This is an optimization exercise on Yosys and OpenROAD, whose aim is small area, a short achievable clock period and few clock cycles, not a production implementation.
The RTL was checked by simulation tests, not by an equivalence proof against the original design.
Power and IR drop assume default switching activity.

==> flow/design.v (outline; a module is shown in full before it is edited, if it fits) <==
// module booth: 2600 lines
// module booth_mul: 19 lines
module booth_mul (
    input             CLK ,
    input             RSTn ,
    input      [23:0] m1 ,
    input      [23:0] m2 ,
    input             BREQ ,
    output     [47:0] res ,
    output            BACK
);
  // ...
==> flow/flow/run.sh <==
#!/bin/bash
# The standard layout (standard.sh: ORFS with the standard flow's settings) with two changes:
#  - the ports get plain buffers (buf_2, which the resizer may size up) instead of
#    the delay cells buffer_ports picks on its own;
#  - after the standard synthesis, fa_polarity.py removes inverters between full
#    adders (it flips full adders' polarity, same function and registers), and the
#    netlist is read in again before the floorplan.
set -euo pipefail
A='BUFFER_PORTS_ARGS=-buffer_cell sky130_fd_sc_hd__buf_2'
bash standard.sh "$A" synth > make_synth.log 2>&1
net=orfs/results/$FLOW_PLATFORM/booth_mul/base/1_2_yosys.v
python3 flow/fa_polarity.py "$net" > fa_polarity.log 2>&1
bash standard.sh "$A" do-1_synth > make_synth_odb.log 2>&1
bash standard.sh "$A" finish > make_finish.log 2>&1
==> flow/flow/fa_polarity.py <==
#!/usr/bin/env python3
"""Remove inverters between full adders in a Yosys netlist of sky130hd cells.

FA(~a, ~b, ~c) = (~SUM, ~COUT): a full adder may take all of its inputs inverted if its
outputs are read inverted.  An XOR2/XNOR2 takes its inputs in either polarity and gives
its output in either polarity by becoming the other of the two (same size).  This picks
by local search which full adders to flip and which polarities the XOR2/XNOR2 cells give,
so that the fewest inverters are needed, and rewrites the netlist in place with the same
function and the same registers.  Usage: fa_polarity.py NETLIST
"""
import re
import sys
import random
import collections

path = sys.argv[1]
text = open(path).read()
head_end = text.index('\n  sky130_fd_sc_hd__')
head = text[:head_end + 1]
body = text[head_end + 1:]
tail_idx = body.rindex('endmodule')
tail = body[tail_idx:]
cell_re = re.compile(r'  (\S+) (\S+)\s+\((.*?)\n  \);\n', re.S)
cells = []
for mm in cell_re.finditer(body[:tail_idx]):
    typ, name, pins = mm.group(1), mm.group(2), mm.group(3)
    pl = [[pm.group(1), pm.group(2)] for pm in re.finditer(r'\.(\w+)\((.*?)\)(?=,?\n|,?\s*$)', pins)]
    cells.append({'type': typ, 'name': name, 'pins': pl})
assert len(cells) == len(re.findall(r'^  sky130_fd_sc_hd__\w+ ', body, re.M)), 'netlist parse'
assert len(cells) == body[:tail_idx].count(');\n'), 'netlist parse'
OUTP = {'X', 'Y', 'Q', 'Q_N', 'SUM', 'COUT', 'HI', 'LO'}
ports = set()
for dm in re.finditer(r'^\s*(input|output|inout)\s*(\[\d+:\d+\])?\s*(\S+);', head, re.M):
    rng, nm = dm.group(2), dm.group(3)
    if rng:
        hi, lo = map(int, rng[1:-1].split(':'))
        for i in range(min(hi, lo), max(hi, lo) + 1):
            ports.add('%s[%d]' % (nm, i))
    else:
        ports.add(nm)


def is_fa(c): return re.match(r'sky130_fd_sc_hd__fa_\d+$', c['type']) is not None
def is_x(c): return re.match(r'sky130_fd_sc_hd__x(n)?or2_\d+$', c['type']) is not None
def is_inv(c): return re.match(r'sky130_fd_sc_hd__(clk)?inv_\d+$', c['type']) is not None


FA = [is_fa(c) for c in cells]
XO = [is_x(c) for c in cells]
driver = {}
loads = collections.defaultdict(list)
for ci, c in enumerate(cells):
    for pi, (p, n) in enumerate(c['pins']):
        if p in OUTP:
            driver[n] = (ci, pi)
        else:
            loads[n].append((ci, pi))

groups = []
for n in sorted(set(list(driver.keys()) + list(loads.keys()))):
    if n in driver and is_inv(cells[driver[n][0]]):
        continue
    g = {'root': n, 'loads': [], 'invs': [], 'port': n in ports}
    stack = [(n, 0)]
    while stack:
        net, par = stack.pop()
        for (ci, pi) in loads[net]:
            c = cells[ci]
            if is_inv(c):
                y = dict(c['pins'])['Y']
                g['invs'].append((ci, net, y, par))
                if y in ports:
                    g['port'] = True
                stack.append((y, par ^ 1))
            else:
                g['loads'].append((ci, pi, par))
    d = driver.get(n)
    g['drv'] = d[0] if d is not None and not g['port'] and (FA[d[0]] or XO[d[0]]) else None
    groups.append(g)

flip = [0] * len(cells)     # FA: inputs and outputs inverted; XOR: output inverted


def need(g):
    p = flip[g['drv']] if g['drv'] is not None else 0
    for (ci, pi, par) in g['loads']:
        if XO[ci]:
            continue
        q = par ^ (flip[ci] if FA[ci] else 0)
        if q != p:
            return 1
    return 0


gof = collections.defaultdict(set)
for gi, g in enumerate(groups):
    if g['drv'] is not None:
        gof[g['drv']].add(gi)
    for (ci, pi, par) in g['loads']:
        if FA[ci]:
            gof[ci].add(gi)
vars_ = sorted(gof.keys())
gof = {k: sorted(v) for k, v in gof.items()}


def descend(rng):
    cur = [need(g) for g in groups]
    order = list(vars_)
    for _ in range(100):
        rng.shuffle(order)
        better = False
        for v in order:
            gs = gof[v]
            old = sum(cur[gi] for gi in gs)
            flip[v] ^= 1
            new = [need(groups[gi]) for gi in gs]
            if sum(new) < old or (sum(new) == old and rng.random() < 0.3):
                if sum(new) < old:
                    better = True
                for gi, x in zip(gs, new):
                    cur[gi] = x
            else:
                flip[v] ^= 1
        if not better:
            break
    return sum(cur)


before = sum(need(g) for g in groups)
rng = random.Random(1)
best = None
for trial in range(12):
    for v in vars_:
        flip[v] = 0 if trial == 0 else rng.randint(0, 1)
    cost = descend(rng)
    if best is None or cost < best[0]:
        best = (cost, list(flip))
flip = best[1]
after = best[0]

newnets = []
newcells = []
kill = set()
inpol = collections.defaultdict(dict)     # XOR cell -> pin index -> polarity of what it now reads
cnt = [0]
for gi, g in enumerate(groups):
    p = flip[g['drv']] if g['drv'] is not None else 0
    root = g['root']
    if g['port']:
        # nets that are ports stay as they are; only full adder loads may move
        true_net = {0: root}
        for (ci, net, y, par) in g['invs']:
            true_net.setdefault(par ^ 1, y)
        for (ci, pi, par) in g['loads']:
            if FA[ci] and flip[ci]:
                q = par ^ 1
                if q not in true_net:
                    cnt[0] += 1
                    other = '_polnet%d_' % cnt[0]
                    newnets.append(other)
                    newcells.append('  sky130_fd_sc_hd__inv_1 _polinv%d_ (\n    .A(%s),\n    .Y(%s)\n  );\n' % (cnt[0], root, other))
                    true_net[1] = other
                cells[ci]['pins'][pi][1] = true_net[q]
        continue
    if not g['invs'] and not need(g):
        for (ci, pi, par) in g['loads']:
            if XO[ci]:
                inpol[ci][pi] = par ^ p
        continue
    for (ci, net, y, par) in g['invs']:
        kill.add(ci)
    net_of = {p: root}
    if need(g):
        reuse = [(ci, y) for (ci, net, y, par) in g['invs'] if net == root]
        if reuse:
            ci, y = reuse[0]
            kill.discard(ci)
            other = y
        else:
            cnt[0] += 1
            other = '_polnet%d_' % cnt[0]
            newnets.append(other)
            newcells.append('  sky130_fd_sc_hd__inv_1 _polinv%d_ (\n    .A(%s),\n    .Y(%s)\n  );\n' % (cnt[0], root, other))
        net_of[p ^ 1] = other
    for (ci, pi, par) in g['loads']:
        if XO[ci]:
            cells[ci]['pins'][pi][1] = root
            inpol[ci][pi] = par ^ p
            continue
        q = par ^ (flip[ci] if FA[ci] else 0)
        cells[ci]['pins'][pi][1] = net_of[q]
for ci, c in enumerate(cells):
    if not XO[ci]:
        continue
    k = 1 if 'xnor2' in c['type'] else 0
    k2 = k ^ flip[ci] ^ sum(inpol[ci].values()) % 2
    if k2 != k:
        if k2:
            c['type'] = c['type'].replace('xor2', 'xnor2')
            c['pins'] = [[('Y' if p == 'X' else p), n] for p, n in c['pins']]
        else:
            c['type'] = c['type'].replace('xnor2', 'xor2')
            c['pins'] = [[('X' if p == 'Y' else p), n] for p, n in c['pins']]

out = [head]
for nn in newnets:
    out.append('  wire %s;\n' % nn)
for ci, c in enumerate(cells):
    if ci in kill:
        continue
    pins = ',\n'.join('    .%s(%s)' % (p, n) for p, n in c['pins'])
    out.append('  %s %s (\n%s\n  );\n' % (c['type'], c['name'], pins))
out.extend(newcells)
out.append(tail)
open(path, 'w').write(''.join(out))
ninv = sum(1 for ci, c in enumerate(cells) if is_inv(c) and ci not in kill) + len(newcells)
print('inverters: %d before, %d after; groups needing one: %d before, %d after; %d full adders flipped' % (
    sum(1 for c in cells if is_inv(c)), ninv, before, after, sum(flip[v] for v in vars_ if FA[v])))
==> flow/standard.sh <==
#!/bin/bash
# synth_recipe.tcl (not shown) runs the flow's synth.tcl, then flattens the netlist and writes it again
# the make line also repeats each setting of config.mk as NAME=value (left out here)
make -C /OpenROAD-flow-scripts/flow DESIGN_CONFIG=/design/flow/config.mk WORK_HOME=/design/flow/orfs CLKGATE_MAP_FILE= SYNTH_SCRIPT=/design/flow/synth_recipe.tcl "${@:-finish}"
==> flow/config.mk <==
export PLATFORM = sky130hd
export DESIGN_NAME = booth_mul
export DESIGN_NICKNAME = booth_mul
export VERILOG_FILES = /design/flow/design.v
export SDC_FILE = /design/flow/constraint.sdc
export NUM_CORES = 4
export LEC_CHECK = 0
export ABC_AREA = 1
export CAP_MARGIN = 20
export CORE_MARGIN = 2
export CORE_UTILIZATION = 70
export SETUP_SLACK_MARGIN = 2.0
export SLEW_MARGIN = 20
==> flow/constraint.sdc <==
create_clock -name core_clock -period 6.0 [get_ports {CLK}]
set_input_delay 1.2000 -clock core_clock [delete_from_list [all_inputs] [get_ports {CLK}]]
set_output_delay 1.2000 -clock core_clock [all_outputs]
set_load 0.01 [all_outputs]
==> out/metrics.csv, run 1 <==
stage;metric;value;unit
outcome;status;finished clean;
yosys;Ys Warns;1;
die;Initial Util;70.8;%
timing;RSZ-0062 raised after global routing;yes;
power;P_int;5.47;mW
setup_path;Worst Setup SP;m2[9];
grt;M3 GR Usage;11.0;%
layout;Seq cells;104;
drt;vias per inst;6.80;
die;CORE AREA;21700;um^2
clock_network;CTS tree;done;
min_path;WHS Endpoint;u_booth.busy;
timing;Final setup violation count;0;
power;Clk pwr share;5.5;%
die;I/O Pins;100;
drt;DR DRC count;0;
drt;Top Metal Used;met4;
power;Gate power share;82.7;%
layout;FF+latch area;2090;um^2
layout;area of the multi-input gates;12700;um^2
clock_network;clk buf depth;2;
setup_path;CP arrival;4.36;ns
run;maxcap violations;0;
layout;antenna cells;0;
setup_path;critical path launch point type;input pin;
grt;GRT Total Usage;40.1;%
die;Rows;54;
drt;drt wl/cell;24.8;um
setup_path;CP top delay family;adder cells;
setup_path;CP endpoint kind;flip-flop;
layout;fraction of area in multi-input gates;70.9;%
layout;Seq area share;11.7;%
layout;Layout clock buffers;10;
power;power share of the sequential group;11.8;%
timing;worst hold slack;0.996;ns
drt;Pre-Repair DR Iteration Count;14;
power;Tot Pwr;11.0;mW
setup_path;Worst Path Max Fanout;10;
timing;Final period util;68.0;%
grt;routing usage on met2;61.6;%
placement;dpl ws;0.861;ns
Testbench counts, summed over its fixed seeds: cycles 32,000.
==> inputs of run 2 (changes only) <==
--- a/flow/config.mk
+++ b/flow/config.mk
@@ -10,4 +10,4 @@
 export CORE_MARGIN = 2
 export CORE_UTILIZATION = 70
-export SETUP_SLACK_MARGIN = 2.0
+export SETUP_SLACK_MARGIN = 1.5
 export SLEW_MARGIN = 20
==> run 2 against run 1 <==
Against the previous run: power fell by 13%; clock power is 2% higher; via count shrank 9.3%; still clean on timing, DRC and antenna.
==> out/metrics.csv, run 2 <==
stage;metric;value;unit;change
outcome;status;finished clean;;unchanged
yosys;Synth Net Count;2065;;unchanged
drt;Post-Route WL;43200;um;was 50600 um
layout;antenna cells;0;;unchanged
min_path;Hold Crit Class;in -> reg;;unchanged
setup_path;crit-path max cell delay;0.52;ns;was 0.51 ns
layout;Final Instance Count excl. Fillers;1973;;was 2044
layout;Fillers;1634;;was 1313
grt;GRT Total Usage;38.2;%;was 40.1%
timing;maximum clock rate;0.225;GHz;was 0.245 GHz
timing;Final setup violation count;0;;unchanged
setup_path;Critical Path RT;6.27;ns;was 6.28 ns
drt;drt wl/cell;21.9;um;was 24.8 um
clock_network;hold buffer count at CTS;0;;unchanged
placement;Detail Placement HPWL;32600;um;was 31700 um
timing;RSZ-0062 raised after global routing;yes;;unchanged
clock_network;cts bufs inserted;9;;unchanged
drt;Top Metal Used;met4;;unchanged
yosys;area of the mapped netlist;15400;um^2;unchanged
die;die width;152;um;unchanged
timing;setup_tns;0;ns;unchanged
die;die area;23100;um^2;unchanged
drt;Vias;12600;;was 13900
clock_network;CTS tree;done;;unchanged
yosys;Synth Instances;1703;;unchanged
layout;area of the multi-input gates;11700;um^2;was 12700 um^2
power;LEAKAGE;7.17;nW;was 7.70 nW
timing;max-slew violations;0;;unchanged
layout;nets;2051;;was 2121
placement;DP Cell Count;1955;;was 1943
setup_path;Critical Path, Cell by Cell;buf_4 -> inv_2 -> o21ai_2 -> buf_4 -> o22ai_1 -> xnor2_1 -> fa_1 -> fa_1 -> inv_1 -> fa_1 -> fa_1 -> inv_1;;was buf_8 -> inv_2 -> buf_8 -> nand2_2 -> o21ai_4 -> buf_6 -> buf_4 -> o22ai_2 -> xor2_1 -> fa_1 -> fa_1 -> inv_1 -> fa_2 -> fa_1 -> inv_1
timing;slew at the pin closest to its max-slew limit;1.01;ns;was 1.05 ns
setup_path;most frequent CP cell;fa_1;;unchanged
timing;Slew HR;32.4;%;was 29.4%
grt;global-route wire length before repair;69300;um;was 73000 um
power;Peak VDD IR;0.707;mV;was 0.541 mV
clock_network;clock tree root buffer cell;clkbuf_16;;unchanged
drt;routed wl met2;19000;um;was 21600 um
drt;M1 WL;16600;um;was 17900 um
setup_path;Crit-path slowest cell;fa_1;;unchanged
drt;Post-DRT Antenna Nets;0;;unchanged
grt;antenna violations before repair;0;;unchanged
run;maxcap violations;0;;unchanged
power;PwrDens;597;nW/um^2;was 617 nW/um^2
min_path;Worst Hold Depth;3;;unchanged
placement;IO buf count;99;;unchanged
clock_network;CTS H-tree lvls;3;;unchanged
die;I/O Pins;100;;unchanged
setup_path;critical path launch point type;input pin;;unchanged
layout;Final Util;73.9;%;was 82.3%
die;Die Height;152;um;unchanged
setup_path;Worst Path Max Fanout;20;;was 10
timing;worst hold slack;1.01;ns;was 0.996 ns
grt;gr ovfl total;0;;unchanged
yosys;Ys Warns;1;;unchanged
drt;Starting DRT DRC Count;1893;;was 2500
timing;Tmin final;4.44;ns;was 4.08 ns
setup_path;CP endpoint kind;flip-flop;;unchanged
layout;most frequent cells in the layout;275 x o22ai_1, 229 x fa_1, 193 x xor2_1, 157 x inv_1, 141 x nand2_1;;was 266 x o22ai_1, 221 x fa_1, 190 x xor2_1, 128 x inv_1, 114 x xnor2_1
die;Initial Util;70.8;%;unchanged
grt;vias in the first global route;12700;;was 13400
layout;FF+latch area;2080;um^2;was 2090 um^2
setup_path;CP arrival;4.71;ns;was 4.36 ns
timing;Final period util;74.0;%;was 68.0%
layout;layout cells sized above 1;12.5;%;was 24.3%
drt;vias per inst;6.38;;was 6.80
setup_path;Setup Crit Path Kind;in -> reg;;unchanged
drt;DR DRC count;0;;unchanged
die;Rows;54;;unchanged
yosys;Avg Synthesized Cell Area;9.02;um^2;unchanged
layout;most common cell after layout, fill and taps aside;o22ai_1;;unchanged
grt;largest net degree at the start of global routing;28;;was 25
drt;met3 routed WL;4970;um;was 7400 um
clock_network;Sink Count;104;;unchanged
drt;Pre-Repair DR Iteration Count;6;;was 14
layout;area delta synth->final;4.33;%;was 16.3%
die;CORE AREA;21700;um^2;unchanged
clock_network;Worst-path clk slew;0.07;ns;was 0.08 ns
timing;final hold vios;0;;unchanged
clock_network;clk buf depth;2;;unchanged
placement;gpl congestion;1.01;;was 0.987
[run 2: power by group]
group / internal [mW] / leakage [nW] / total (mW) / switching [mW]
registers: 1.13 / 0.877 / 1.29 / 0.164
clock network: 0.335 / 0.138 / 0.618 / 0.283
logic: 3.21 / 6.15 / 7.66 / 4.45
total: 4.67 / 7.17 / 9.57 / 4.90
[run 2: critical path, delay by kind of cell]
family          cells  cell delay (ns)
buf+inv             5             0.93
xor+xnor            1             0.25
fa+ha+maj           4             1.86
compound gates      2             0.44
[run 2: path summary, 6_finish.rpt]
check | from | end | slack, ns
min | BREQ | u_booth.busy | 1.01
max | m2[17] | u_booth.q_s731 | 1.56
[run 2: repair_timing]
action / in CTS / in global routing
gates resized for setup: 5 / 17
pin swaps: 0 / 1
setup buffers: 1 / 2
setup endpoints to repair: 14 / 27
endpoints found under the hold margin: 0 / 0
[run 2: layout make-up]
| cell class | instances | area share [%] |
|---|---|---|
| well taps | 280 | 2.19 |
| repair buffers | 154 | 5.76 |
| flip-flops and latches | 104 | 13.0 |
| inverters | 169 | 4.03 |
| multi-input cells | 1251 | 73.2 |
| clock buffers | 11 | 1.51 |
| clock inverters | 4 | 0.336 |
[run 2: stage by stage]
stage | total power [mW] | worst slack, ns | instance area [um^2]
floorplan | 7.84 | 1.75 | 15400
global placement | 8.69 | 0.951 | 15600
detailed placement | 8.92 | 0.882 | 15600
CTS | 9.57 | 1.49 | 16000
global route | 10.7 | 1.42 | 16000
finish | 9.57 | 1.56 | 16000
[run 2: per-layer routing]
metal	vias to the layer above	track usage [%]
li1	5571	-
met1	5961	51.0
met2	849	59.0
met3	216	9.56
met4	0	18.0
met5	-	0
==> inputs of run 3 (changes only) <==
--- a/flow/config.mk
+++ b/flow/config.mk
@@ -10,4 +10,5 @@
 export CORE_MARGIN = 2
 export CORE_UTILIZATION = 70
-export SETUP_SLACK_MARGIN = 1.5
+export CTS_BUF_LIST = sky130_fd_sc_hd__clkbuf_4 sky130_fd_sc_hd__clkbuf_8
+export SETUP_SLACK_MARGIN = 1.75
 export SLEW_MARGIN = 20
==> run 3 against run 2 <==
Against the previous run: still clean; power up 7.3%; maximum frequency up 5.0%; via count up 0.77%; sequential power about the same; combinational power up 11%; count of clock-buffer cells in the layout down 1; largest cell class unchanged; highest routed layer unchanged.
==> out/metrics.csv, run 3 <==
stage;metric;value;unit;change
outcome;status;finished clean;;unchanged
drt;Pre-Repair DR Iteration Count;7;;was 6
clock_network;Sink Count;104;;unchanged
clock_network;cts bufs inserted;9;;unchanged
die;Rows;54;;unchanged
drt;vias per inst;6.40;;was 6.38
timing;worst hold slack;0.963;ns;was 1.01 ns
drt;Starting DRT DRC Count;1515;;was 1893
layout;Final Cell Area;16300;um^2;was 16000 um^2
die;I/O Pins;100;;unchanged
drt;Post-DRT Antenna Nets;0;;unchanged
drt;Vias;12700;;was 12600
min_path;Hold Crit Class;in -> reg;;unchanged
clock_network;CTS H-tree lvls;3;;unchanged
setup_path;CP endpoint kind;flip-flop;;unchanged
timing;RSZ-0062 raised after global routing;yes;;unchanged
setup_path;most frequent CP cell;fa_1;;unchanged
setup_path;Worst Path Max Fanout;21;;was 20
placement;DP Area;15600;um^2;about the same
setup_path;Critical Path, Cell by Cell;buf_4 -> inv_6 -> o21ai_1 -> buf_4 -> o22ai_1 -> xor2_1 -> fa_1 -> fa_1 -> fa_1 -> fa_1;;was buf_4 -> inv_2 -> o21ai_2 -> buf_4 -> o22ai_1 -> xnor2_1 -> fa_1 -> fa_1 -> inv_1 -> fa_1 -> fa_1 -> inv_1
clock_network;clk buf depth;2;;unchanged
layout;nets;2060;;was 2051
setup_path;Critical Path RT;6.29;ns;was 6.27 ns
die;Initial Util;70.8;%;unchanged
power;PwrDens;629;nW/um^2;was 597 nW/um^2
yosys;Ys Warns;1;;unchanged
yosys;area of the mapped netlist;15400;um^2;unchanged
yosys;Synth Net Count;2065;;unchanged
setup_path;Crit-path slowest cell;fa_1;;unchanged
placement;Detail Placement HPWL;32800;um;was 32600 um
drt;Post-Route WL;43900;um;was 43200 um
setup_path;Setup Crit Path Kind;in -> reg;;unchanged
grt;global-route wire length before repair;70700;um;was 69300 um
setup_path;critical path launch point type;input pin;;unchanged
timing;maximum clock rate;0.236;GHz;was 0.225 GHz
placement;IO buf count;99;;unchanged
timing;Final setup violation count;0;;unchanged
timing;Slew HR;32.1;%;was 32.4%
grt;antenna violations before repair;0;;unchanged
drt;drt wl/cell;22.1;um;was 21.9 um
run;maxcap violations;0;;unchanged
grt;vias in the first global route;13000;;was 12700
power;LEAKAGE;7.19;nW;was 7.17 nW
grt;GRT Total Usage;38.8;%;was 38.2%
timing;setup_tns;0;ns;unchanged
timing;Final period util;70.5;%;was 74.0%
die;CORE AREA;21700;um^2;unchanged
clock_network;CTS tree;done;;unchanged
grt;largest net degree at the start of global routing;27;;was 28
layout;antenna cells;0;;unchanged
power;Peak VDD IR;0.973;mV;was 0.707 mV
timing;final hold vios;0;;unchanged
clock_network;hold buffer count at CTS;0;;unchanged
grt;gr ovfl total;0;;unchanged
yosys;Synth Instances;1703;;unchanged
layout;area delta synth->final;6.29;%;was 4.33%
clock_network;Worst-path clk slew;0.11;ns;was 0.07 ns
timing;Tmin final;4.23;ns;was 4.44 ns
die;die area;23100;um^2;unchanged
timing;final setup margin;1.77;ns;was 1.56 ns
layout;most frequent cells in the layout;275 x o22ai_1, 227 x fa_1, 191 x xor2_1, 153 x inv_1, 135 x nand2_1;;was 275 x o22ai_1, 229 x fa_1, 193 x xor2_1, 157 x inv_1, 141 x nand2_1
clock_network;clock tree root buffer cell;clkbuf_8;;was clkbuf_16
die;Die Height;152;um;unchanged
placement;gpl congestion;1.00;;was 1.01
layout;Fillers;1631;;was 1634
yosys;Avg Synthesized Cell Area;9.02;um^2;unchanged
timing;max-slew violations;0;;unchanged
drt;DR DRC count;0;;unchanged
timing;slew at the pin closest to its max-slew limit;1.02;ns;was 1.01 ns
layout;layout cells sized above 1;15.3;%;was 12.5%
die;die width;152;um;unchanged
placement;dpl ws;0.883;ns;was 0.882 ns
layout;most common cell after layout, fill and taps aside;o22ai_1;;unchanged
setup_path;CP arrival;4.52;ns;was 4.71 ns
setup_path;crit-path max cell delay;0.52;ns;about the same
-- run 3: power by group --
part           total [mW]  internal, mW  switching (mW)
Combinational        8.47          3.72            4.75
Sequential           1.30          1.13           0.173
Clock               0.497         0.211           0.285
Total                10.3          5.06            5.21
-- run 3: final timing paths --
check / startpoint / endpoint / slack (ns) / cells after the start
setup / recovery: m2[5] / u_booth.q_s725 / 1.77 / 10
hold / removal: BREQ / u_booth.busy / 0.96 / 3
-- run 3: metal layers --
| layer | vias up | share of wire (%) | global-route usage (%) |
|---|---|---|---|
| met5 | - | 0 | 0 |
| met4 | 0 | 5.8 | 20.1 |
| met3 | 200 | 11 | 7.57 |
| met2 | 853 | 45 | 60.4 |
| met1 | 6068 | 38 | 52.0 |
| li1 | 5573 | - | - |
-- run 3: area by class of cell --
type	count	area, um^2	area share (%)
tap	280	350	2.15
multi-input combinational	1251	12000	73.4
sequential	104	2080	12.8
timing repair buffer	163	1030	6.28
clock inverter	6	73.8	0.452
inverter	169	676	4.14
clock buffer	10	138	0.843
-- run 3: worst max-delay path, delay by kind of cell --
kind | cells | cell delay, ns
adders and majority gates | 4 | 1.87
xor gates and xnor gates | 1 | 0.36
buffers and inverters | 3 | 0.70
AOI/OAI and AO/OA | 2 | 0.36
-- run 3: timing repair --
item	4_1_cts	5_1_grt
buffers inserted	6	5
pin swaps	1	8
gates resized for setup	24	60
setup endpoints to repair	55	44
-- run 3: through the flow --
step                      utilization, %  cells  power [mW]
after floorplan                        -   1703        7.84
after global routing                75.3   1983        11.4
final                               75.3   1983        10.3
after global placement              72.2   1956        8.71
after CTS                           73.8   1978        9.67
after detailed placement            72.2   1956        8.96
==> inputs of run 4 (changes only) <==
--- a/flow/flow/run.sh
+++ b/flow/flow/run.sh
@@ -1,5 +1,5 @@
 #!/bin/bash
 # The standard layout (standard.sh: ORFS with the standard flow's settings) with two changes:
-#  - the ports get plain buffers (buf_2, which the resizer may size up) instead of
+#  - the ports get plain buffers (buf_1, which the resizer may size up) instead of
 #    the delay cells buffer_ports picks on its own;
 #  - after the standard synthesis, fa_polarity.py removes inverters between full
@@ -7,5 +7,5 @@
 #    netlist is read in again before the floorplan.
 set -euo pipefail
-A='BUFFER_PORTS_ARGS=-buffer_cell sky130_fd_sc_hd__buf_2'
+A='BUFFER_PORTS_ARGS=-buffer_cell sky130_fd_sc_hd__buf_1'
 bash standard.sh "$A" synth > make_synth.log 2>&1
 net=orfs/results/$FLOW_PLATFORM/booth_mul/base/1_2_yosys.v
==> run 4 against run 3 <==
Against the previous run: still clean; non-clock buffer count grew 15; global-route usage grew 0.10 points; setup slack gained 0.041 ns; power grew 0.81%; sequential share of layout area shrank 0.17 points; synthesized cell count is the same; sequential cell count is the same; wire length grew 5.4%; cell count grew 0.71%; synthesized area is the same; maximum frequency grew 0.98%; cell area grew 1.4%; largest power group unchanged.
==> out/metrics.csv, run 4 <==
stage;metric;value;unit;change
timing;max-slew violations;0;;unchanged
placement;gpl congestion;0.976;;was 1.00
placement;Detail Placement HPWL;32600;um;was 32800 um
clock_network;clock tree root buffer cell;clkbuf_8;;unchanged
layout;most frequent cells in the layout;275 x o22ai_1, 227 x fa_1, 193 x xor2_1, 152 x inv_1, 126 x nand2_1;;was 275 x o22ai_1, 227 x fa_1, 191 x xor2_1, 153 x inv_1, 135 x nand2_1
clock_network;cts bufs inserted;9;;unchanged
layout;nets;2075;;was 2060
timing;slew at the pin closest to its max-slew limit;0.964;ns;was 1.02 ns
drt;vias per inst;6.53;;was 6.40
layout;Final Util;76.3;%;was 75.3%
clock_network;Worst-path clk slew;0.11;ns;about the same
drt;Starting DRT DRC Count;1834;;was 1515
timing;RSZ-0062 raised after global routing;yes;;unchanged
grt;gr ovfl total;0;;unchanged
grt;busiest layer in global routing;met2;;unchanged
setup_path;CP arrival;2.99;ns;was 4.52 ns
timing;Slew HR;35.7;%;was 32.1%
outcome;status;finished clean;;unchanged
clock_network;Sink Count;104;;unchanged
yosys;Ys Warns;1;;unchanged
setup_path;CP endpoint kind;output pin;;was flip-flop
drt;DR DRC count;0;;unchanged
grt;vias in the first global route;12800;;was 13000
yosys;Synth Net Count;2065;;unchanged
die;Die Height;152;um;unchanged
layout;Fillers;1603;;was 1631
clock_network;CTS tree;done;;unchanged
power;PwrDens;625;nW/um^2;was 629 nW/um^2
die;Rows;54;;unchanged
setup_path;Worst Path Max Fanout;5;;was 21
drt;Post-DRT Antenna Nets;0;;unchanged
setup_path;critical path launch point type;flip-flop;;was input pin
clock_network;hold buffer count at CTS;0;;unchanged
run;maxcap violations;0;;unchanged
yosys;Synth Instances;1703;;unchanged
power;LEAKAGE;7.06;nW;was 7.19 nW
clock_network;clk buf depth;2;;unchanged
timing;maximum clock rate;0.239;GHz;was 0.236 GHz
grt;routing usage on met2;60.2;%;was 60.4%
min_path;WHS Endpoint;u_booth.busy;;unchanged
die;die area;23100;um^2;unchanged
timing;setup_tns;0;ns;unchanged
grt;M3 GR Usage;6.26;%;was 7.57%
yosys;area of the mapped netlist;15400;um^2;unchanged
placement;DP Cell Count;1960;;was 1956
placement;IO buf count;99;;unchanged
drt;Vias;13000;;was 12700
layout;most common cell after layout, fill and taps aside;o22ai_1;;unchanged
layout;layout cells sized above 1;12.1;%;was 15.3%
grt;global-route wire length before repair;70500;um;was 70700 um
min_path;Hold Crit Class;in -> reg;;unchanged
die;die width;152;um;unchanged
layout;area delta synth->final;7.77;%;was 6.29%
yosys;Avg Synthesized Cell Area;9.02;um^2;unchanged
power;Peak VDD IR;0.753;mV;was 0.973 mV
setup_path;Setup Crit Path Kind;reg -> out;;was in -> reg
drt;Post-Route WL;46200;um;was 43900 um
setup_path;Critical Path RT;4.80;ns;was 6.29 ns
grt;largest net degree at the start of global routing;25;;was 27
grt;GRT Total Usage;38.9;%;was 38.8%
drt;drt wl/cell;23.1;um;was 22.1 um
clock_network;CTS H-tree lvls;3;;unchanged
min_path;hold path startpoint;BREQ;;unchanged
timing;final hold vios;0;;unchanged
die;I/O Pins;100;;unchanged
layout;Final Instance Count excl. Fillers;1997;;was 1983
timing;Tmin final;4.19;ns;was 4.23 ns
min_path;Worst Hold Depth;3;;unchanged
grt;routing usage on met1;52.8;%;was 52.0%
grt;antenna violations before repair;1;;was 0
die;Initial Util;70.8;%;unchanged
timing;Final period util;69.8;%;was 70.5%
die;CORE AREA;21700;um^2;unchanged
drt;Pre-Repair DR Iteration Count;8;;was 7
timing;Final setup violation count;0;;unchanged
## run 4: how the worst max path moves through the flow
stage	startpoint	slack, ns	cells past startpoint	to
5_1_grt	u_booth.q_s715	1.70	14	res[37]
3_3_place_gp	m2[15]	1.03	11	u_booth.q_s835
3_5_place_dp	m2[13]	0.96	12	u_booth.q_s835
6_report	u_booth.q_s715	1.81	10	res[32]
4_1_cts	m2[11]	1.76	13	u_booth.q_s731
2_1_floorplan	m2[7]	1.75	12	u_booth.q_s731
## run 4: worst max-delay path, cell delays in order, from the launching register on
cell	delay, ns
dfxtp_1	0.33
fa_1	0.52
ha_4	0.32
nand2_2	0.08
nor2_4	0.21
nand2_1	0.13
nor2_1	0.12
nand2_2	0.08
nand3_4	0.17
fa_2	0.47
buf_6	0.14
## run 4: metal layers
layer	part of all wire (%)	routed length (um)	vias up
li1	-	-	5609
met1	38	17500	6233
met3	11	5190	215
met2	45	20800	992
met5	0	0	-
met4	5.8	2700	0
## run 4: timing repair
item,in CTS,in global routing
endpoints found under the hold margin,0,0
endpoints found under the setup margin,41,45
gates cloned,0,6
setup buffers,3,13
pin swaps,1,16
resized for setup,27,108
## run 4: stage by stage
step	cell area (um^2)	setup slack [ns]	hold WS, ns	power, mW
after detailed placement	15600	0.963	1.38	8.75
final	16600	1.81	0.958	10.4
after global routing	16600	1.70	1.00	11.4
after floorplan	15400	1.75	1.29	7.84
after global placement	15600	1.03	1.37	8.49
after CTS	15900	1.76	0.955	9.39
## run 4: layout make-up
cell class | count | area [um^2] | share of cell area [%]
multi-input combinational | 1251 | 12100 | 73.2
sequential | 104 | 2080 | 12.6
timing repair buffer | 178 | 1120 | 6.79
inverter | 169 | 689 | 4.16
tap | 280 | 350 | 2.12
clock buffer | 10 | 138 | 0.831
clock inverter | 4 | 55.1 | 0.333
antenna | 1 | 2.50 | 0.0151
## run 4: report_power, final
| group | switching [mW] | total (mW) | internal [mW] |
|---|---|---|---|
| Combinational | 4.95 | 8.56 | 3.61 |
| Clock | 0.272 | 0.475 | 0.202 |
| Sequential | 0.185 | 1.31 | 1.13 |
| Total | 5.41 | 10.4 | 4.94 |

separate check: timing with driven ports:
The results above use ideal ports. As a check the final layouts listed here were re-extracted and re-timed, cells and wires unchanged. Step 1 assumes that a clkbuf_16 drives the clock port and a buf_2 every other input. Step 2 also shifts input and output timing later by t, the mid clock arrival at the registers, as if the neighbouring blocks saw the same clock. Three values: no drivers, after step 1, after step 2; two values: the first two.
run | shift t [ns] | slack for setup (ns) | worst setup path at the end | worst data-port slew with drivers (ns)
run 1 | 0.416 | 1.920 / 1.901 / 1.501 | input to register | 0.08
run 2 | 0.413 | 1.558 / 1.578 / 1.165 | input to register | 0.04
run 3 | 0.449 | 1.771 / 1.779 / 1.330 | input to register | 0.06
run 4 | 0.448 | 1.813 / 1.769 / 1.379 | input to register | 0.08
After both steps every run listed still meets setup and hold. The setup slack of run 3, which loses most, moves by +0.008 ns with the drivers and by -0.441 ns with both steps.
